Source: an optimization exercise on an open RTL-to-GDS flow (aim: small area, a short achievable clock period and few clock cycles per item). Production flows keep margins and buffers that such runs may drop.
Function not checked in this run: the RTL went through the layout flow alone.

File: config.mk
export PLATFORM = sky130hd
export DESIGN_NAME = MULDIV_top
export DESIGN_NICKNAME = MULDIV_top
export VERILOG_FILES = /design/flow/design.v
export SDC_FILE = /design/flow/constraint.sdc
export NUM_CORES = 4
export LEC_CHECK = 0
export CAP_MARGIN = 20
export CORE_MARGIN = 2
export CORE_UTILIZATION = 45
export PLACE_DENSITY = 0.6
export SLEW_MARGIN = 20
File: constraint.sdc
create_clock -name core_clock -period 10.0 [get_ports {clk}]
set_input_delay 2.0000 -clock core_clock [delete_from_list [all_inputs] [get_ports {clk}]]
set_output_delay 2.0000 -clock core_clock [all_outputs]
set_load 0.01 [all_outputs]
File: design.v
module MULDIV_top (
    input clk,
    input start,
    input reset,
    input [31:0] in_A,
    input [31:0] in_B,
    input [1:0] op_div,
    input [1:0] op_mul,
    input muldiv_sel,
    output [31:0] R,
    output muldiv_done
    );
    localparam S_IDLE = 3'd0, S_NORM = 3'd1, S_ITER = 3'd2, S_FIX = 3'd3, S_DONE = 3'd4;
    reg [2:0] state;
    reg       done_r;
    reg        is_div, na, nb, bz, out_hi;
    reg  [1:0] op;
    reg  [5:0] wa, wb;
    reg  [5:0] cnt;
    reg [33:0] areg, breg;
    reg [63:0] acc;
    reg x_div, x_fix;            
    reg y_div;                   
    reg b_s1, b_s2, b_neg;       
    reg fix_hi;                  
    reg c_fix;                   
    function [5:0] bitlen;
        input [31:0] v;
        integer i;
        begin
            bitlen = 6'd0;
            for (i = 0; i < 32; i = i + 1)
                if (v[i]) bitlen = i + 1;
        end
    endfunction
    wire sa_in = muldiv_sel ? ~op_div[0] : (op_mul != 2'd3);
    wire sb_in = muldiv_sel ? ~op_div[0] : ~op_mul[1];
    wire na_in = sa_in & in_A[31];
    wire nb_in = sb_in & in_B[31];
    wire [4:0] ha = wa[5:1];
    wire [4:0] hb = wb[5:1];
    wire swap = ~is_div & (ha < hb);
    wire [4:0] hsel = swap ? ha : hb;
    wire [6:0] wa_est = {1'b0, wa} + {6'b0, na};
    wire [6:0] dsh = wa_est - {1'b0, wb};           
    wire div_none = dsh[6] | bz;                     
    wire [5:0] mul_sh = {(5'd16 - hsel), 1'b0};
    wire [5:0] sh = is_div ? dsh[5:0] : mul_sh;
    wire [33:0] sh_src = swap ? areg : breg;
    wire [33:0] sh_out = sh_src << sh;
    wire fix_neg = op[1] ? na : (na ^ nb) & ~bz;
    wire need_fix = fix_neg | (bz & ~op[1]);
    wire [34:0] pp = ({35{b_s2}} & {areg, 1'b0}) | ({35{b_s1}} & {areg[33], areg});
    wire [34:0] Yop = y_div ? ({breg[33], breg} ^ {35{~nb}}) : (pp ^ {35{b_neg}});
    wire [34:0] Xop = x_div ? {3'b0, acc[31:0]} :
                      x_fix ? {3'b111, ~(fix_hi ? acc[63:32] : acc[31:0])} :
                      {acc[32:0], 2'b00};
    wire        cin = y_div ? ~nb : (b_neg | c_fix);
    wire [36:0] S2 = {1'b0, Xop, 1'b1} + {1'b0, Yop, cin};
    wire [35:0] S = S2[36:1];
    wire hi_y = ((b_s1 | b_s2) & areg[33]) ^ b_neg;
    wire [28:0] hi = acc[61:33];
    wire [28:0] hi_p = hi + 29'd1;
    wire [28:0] hi_m = hi - 29'd1;
    wire [28:0] hi_new = hi_y ? (S[35] ? hi : hi_m) : (S[35] ? hi_p : hi);
    wire q = ~S[34];
    wire last = (cnt == 6'd1);
    function [2:0] bdec;    
        input [2:0] x;
        begin
            bdec[2] = (x == 3'b011) | (x == 3'b100);
            bdec[1] = x[1] ^ x[0];
            bdec[0] = x[2] & ~(x[1] & x[0]);
        end
    endfunction
    wire go_fix  = is_div & need_fix;
    wire norm_end = is_div & div_none;
    always @(posedge clk or negedge reset) begin
        if (!reset) begin
            state  <= S_IDLE;
            done_r <= 1'b0;
        end else begin
            done_r <= 1'b0;
            case (state)
                S_IDLE: if (start) state <= S_NORM;
                S_NORM: begin
                    if (norm_end) begin
                        if (go_fix) state <= S_FIX;
                        else begin state <= S_DONE; done_r <= 1'b1; end
                    end else state <= S_ITER;
                end
                S_ITER: if (last) begin
                    if (go_fix) state <= S_FIX;
                    else begin state <= S_DONE; done_r <= 1'b1; end
                end
                S_FIX: begin state <= S_DONE; done_r <= 1'b1; end
                default: state <= S_IDLE;
            endcase
        end
    end
    always @(posedge clk) begin
        x_div <= 1'b0; x_fix <= 1'b0; y_div <= 1'b0;
        {b_s2, b_s1, b_neg} <= 3'b000;
        c_fix <= 1'b0;
        case (state)
            S_IDLE: begin
                areg   <= {na_in, na_in, in_A};
                breg   <= {nb_in, nb_in, in_B};
                acc    <= 64'd0;
                wa     <= bitlen(in_A ^ {32{na_in}});
                wb     <= bitlen(in_B ^ {32{nb_in}});
                na     <= na_in;
                nb     <= nb_in;
                bz     <= (in_B == 32'd0);
                is_div <= muldiv_sel;
                op     <= muldiv_sel ? op_div : op_mul;
                b_s1   <= muldiv_sel;
                b_neg  <= muldiv_sel & na_in;
            end
            S_NORM: begin
                breg <= sh_out;
                if (swap) areg <= breg;
                if (is_div) begin
                    acc    <= {hi_new, S[34:0]};
                    cnt    <= dsh[5:0] + 6'd1;
                    out_hi <= ~op[1] & ~need_fix;
                    x_div  <= ~div_none;
                    y_div  <= ~div_none;
                    x_fix  <= div_none;
                    c_fix  <= div_none & fix_neg;
                end else begin
                    cnt    <= {1'b0, hsel} + 6'd1;
                    out_hi <= (op != 2'd0);
                    {b_s2, b_s1, b_neg} <= bdec(sh_out[33:31]);
                end
                fix_hi <= ~op[1];
            end
            S_ITER: begin
                cnt <= cnt - 6'd1;
                if (is_div) begin
                    breg <= {breg[33], breg[33:1]};
                    acc  <= {acc[62:32], q, q ? S[31:0] : acc[31:0]};
                    x_div <= ~last;
                    y_div <= ~last;
                    x_fix <= last;
                    c_fix <= last & fix_neg;
                end else begin
                    breg <= {breg[31:0], 2'b00};
                    acc  <= {hi_new, S[34:0]};
                    if (!last) {b_s2, b_s1, b_neg} <= bdec(breg[31:29]);
                end
            end
            S_FIX: begin
                acc[31:0] <= S[31:0];
            end
            default: ;
        endcase
    end
    assign R = out_hi ? acc[63:32] : acc[31:0];
    assign muldiv_done = done_r;
endmodule
File: run.sh
#!/bin/bash
# synth_recipe.tcl (not shown) runs the flow's synth.tcl, then flattens the netlist and writes it again
# the make line also repeats each setting of config.mk as NAME=value (left out here)
make -C /OpenROAD-flow-scripts/flow DESIGN_CONFIG=/design/flow/config.mk WORK_HOME=/design/flow/orfs CLKGATE_MAP_FILE= SYNTH_SCRIPT=/design/flow/synth_recipe.tcl finish
==> metrics.cfg <==
[placement]
io_buffers = 104
place_area_um2 = 19100
dp_hpwl_um = 49000
gp_congestion = 1.05
dp_slack_ns = 4.20
dpl.cell_count = 2731

[global_routing]
grt_usage = 0.317
antenna_found_initial = 0
grt_pass1_wl_um = 99500
grt_max_degree = 106
globalRoute.totalOverflow = 0
grt_pass1_vias = 16300

[flow_run]
max-cap-violations = 0

[drt]
drcViolationCount = 0
drtIter0Drc = 1569
wl_um = 64900
ant_nets = 0
vias = 17300
viasPerCell = 6.26
drtPass1Iterations = 5
wl_per_cell_um = 23.5

[hold_path]
hold_path_depth = 1
worstHoldStart = cnt[0]
hold_end = cnt[0]
hold_class = register to register

[cells_and_area]
drive_above_1_share = 0.0637
areaGrowthSynthToFinish_pct = 10.8
num-nets-final = 2366
diodes = 0
final_cells = 2763
fin_util = 0.507
fin_area_um2 = 19600

[clocking]
cts_hold_buf = 0
postCtsSetupBuffers = 0
path_clk_slew_ns = 0.08
numCtsBuffers = 17
clk_latency_ns = 0.48
cts.sinks = 168
htreeDepth = 4
cts_tree = built
root_buffer = clkbuf_16
clk_path_buf_depth = 2
cts_resized = 0

[timing]
final_max_slew_viol_count = 0
max_freq_mhz = 179
fin_crit_ns = 5.57
tightest_slew_ns = 1.15
finalCritPeriodShare = 0.557
setup_viol = 0
final.setup.tns_ns = 0
finClkSkew_ns = 0.0130
final_hold_viol_count = 0
fin_ws_ns = 4.43
relSlewSlack = 0.224
rsz0062_at_grt = false
finalHoldWorstSlack_ns = 0.674

[synth]
synth_cell_types = 96
yosysSeqAreaShare = 0.280
yosys.area.top_type = edfxtp_1
synth_edf_count = 158
yosysTopAreaCellShare = 0.268
ys_top_cells_by_area = edfxtp_1 (27%), nand2_1 (7.5%), mux2i_1 (6.5%)
syn_area_per_cell_um2 = 7.90
synth_cells = 2245
synth_fp_nets = 2379
synth_seq_cells = 168
synth_warnings = 1
ys.flop_type = edfxtp_1
netlist_area_um2 = 17700
async_flop_share = 0.0238

[setup_path]
timing.rr.start = x_div
r2r_setup_slack_ns = 4.43
arrival_ns = 5.80
worst_setup_path_start_kind = register
crit_family = compound AO/OA/AOI/OAI gates
crit_chain = buf_4 > nor2_1 > a21oi_1 > inv_1 > fa_1 > nor2b_1 > o21ai_1 > a21boi_1 > o311ai_1 > a21bo_2 > a21o_1 > a211o_1 > a221oi_2 > nor4_1 > or3_1
crit_fanout = 105
critical_path_required_ns = 10.23
cpMaxStageDelayCell = buf_4
reg2reg_to = acc[53]
slowest_delay_ns = 0.78
path_buf_inv = 2
reg2reg_depth = 15
critPathKind = register to register
worst_setup_path_end_kind = register

[status]
status = complete, no violations

[floorplanning]
initial_utilization = 0.458
io_pins = 105
rows = 72
dieArea_um2 = 41000
die_height_um = 202
core_area_um2 = 38700
die_w_um = 202

==> cells by family after synthesis <==
kind of cell / after synthesis / share of synthesized area
simple gates: 864 / 0.226
compound gates: 620 / 0.236
buf+inv: 269 / 0.0592
flops: 168 / 0.280
mux: 149 / 0.0981
xor+xnor: 113 / 0.0558
fa+ha+maj: 62 / 0.0455
==> worst max path at each step <==
stage                from      end  depth (start not counted)
3_5_place_dp   muldiv_sel    wb[1]                         12
4_1_cts             x_div  acc[53]                         15
6_report            x_div  acc[53]                         15
5_1_grt             x_div  acc[53]                         15
2_1_floorplan          nb   acc[0]                         16
3_3_place_gp   muldiv_sel    wb[1]                         12
==> cell usage after synthesis (40+ instances only) <==
cell      count
or3_1        41
nand2_1     352
nand3_1      65
edfxtp_1    158
a21oi_1     121
nor2_1      181
xor2_1       50
a22oi_1      41
o21ai_0     154
ha_1         58
nor3_1       60
mux2i_1     115
clkbuf_1    133
a211oi_1     40
inv_1       101
xnor2_1      63
==> registers in the layout (all words and copies together) (netlist names), 2 cells and up <==
name	count
acc	64
areg	34
breg	34
cnt	6
op	2
state	3
wa	6
wb	6
==> worst register-to-register path, delay by kind of cell (launching register included) <==
family                   cells  cell delay [ns]
AO/OA/AOI/OAI                8             2.59
adder cells (fa/ha/maj)      1             0.41
buffers and inverters        2             0.88
flip-flops                   1             0.56
AND/OR/NAND/NOR              4             0.88
==> cells in the final DEF (no fill, tap or decap), types with 15 or more instances in the layout <==
master           instances
a21o_1                  27
o21ai_0                152
o21a_1                  16
nand2b_1                15
mux4_2                  18
mux2i_1                115
inv_1                  101
buf_4                   32
o211ai_1                25
clkdlybuf4s50_1        104
and3_1                  35
a31oi_1                 18
edfxtp_1               158
or3_1                   41
nor2b_1                 19
a21oi_1                121
a22oi_1                 41
ha_1                    58
nor4_1                  25
nand3_1                 65
o22ai_1                 16
xor2_1                  50
o221ai_1                26
nor3_1                  59
nor2_1                 178
xnor2_1                 63
clkbuf_16               18
nand2_1                352
a211oi_1                38
==> layer usage <==
metal | wire length (µm) | track usage
met3 | 3800 | 0.0353
met1 | 27400 | 0.416
met4 | 3190 | 0.152
met2 | 30500 | 0.521
met5 | 0 | 0
==> final cells by class <==
type	instances	area [µm²]
Clock buffer	19	464
Clock inverter	13	124
Fill cell	3734	19100
Inverter	101	379
Multi-Input combinational cell	1808	11800
Sequential cell	168	4970
Tap cell	518	648
Timing Repair Buffer	136	1280

## what the ideal ports hide
The results above use ideal ports. As a check the final layout listed here was re-extracted and re-timed, cells and wires unchanged.
Step 1 (the two cells are an assumption about what drives the block):
set clk [get_ports {clk}]
set_driving_cell -lib_cell sky130_fd_sc_hd__clkbuf_16 $clk
set_driving_cell -lib_cell sky130_fd_sc_hd__buf_2 [delete_from_list [all_inputs] $clk]
Step 2 adds t to the input delays and takes it off the output delays; t is the mean of the earliest and latest rising clock arrival at the registers after step 1. Input paths then give back, and output paths get back, about the clock's delay inside the block.
Slacks: no drivers / after step 1 / after step 2; pairs: no drivers / after step 1.
t (ns): 0.530
slack for setup (ns): 4.426 / 4.426 / 4.222
latest minus earliest clock arrival (ns): 0.013 / 0.013
worst register clock-pin slew, ns: 0.08 / 0.08
After both steps this run still meets setup and hold. The setup slack of this run moves by 0.000 ns with the drivers and by -0.204 ns with both steps.
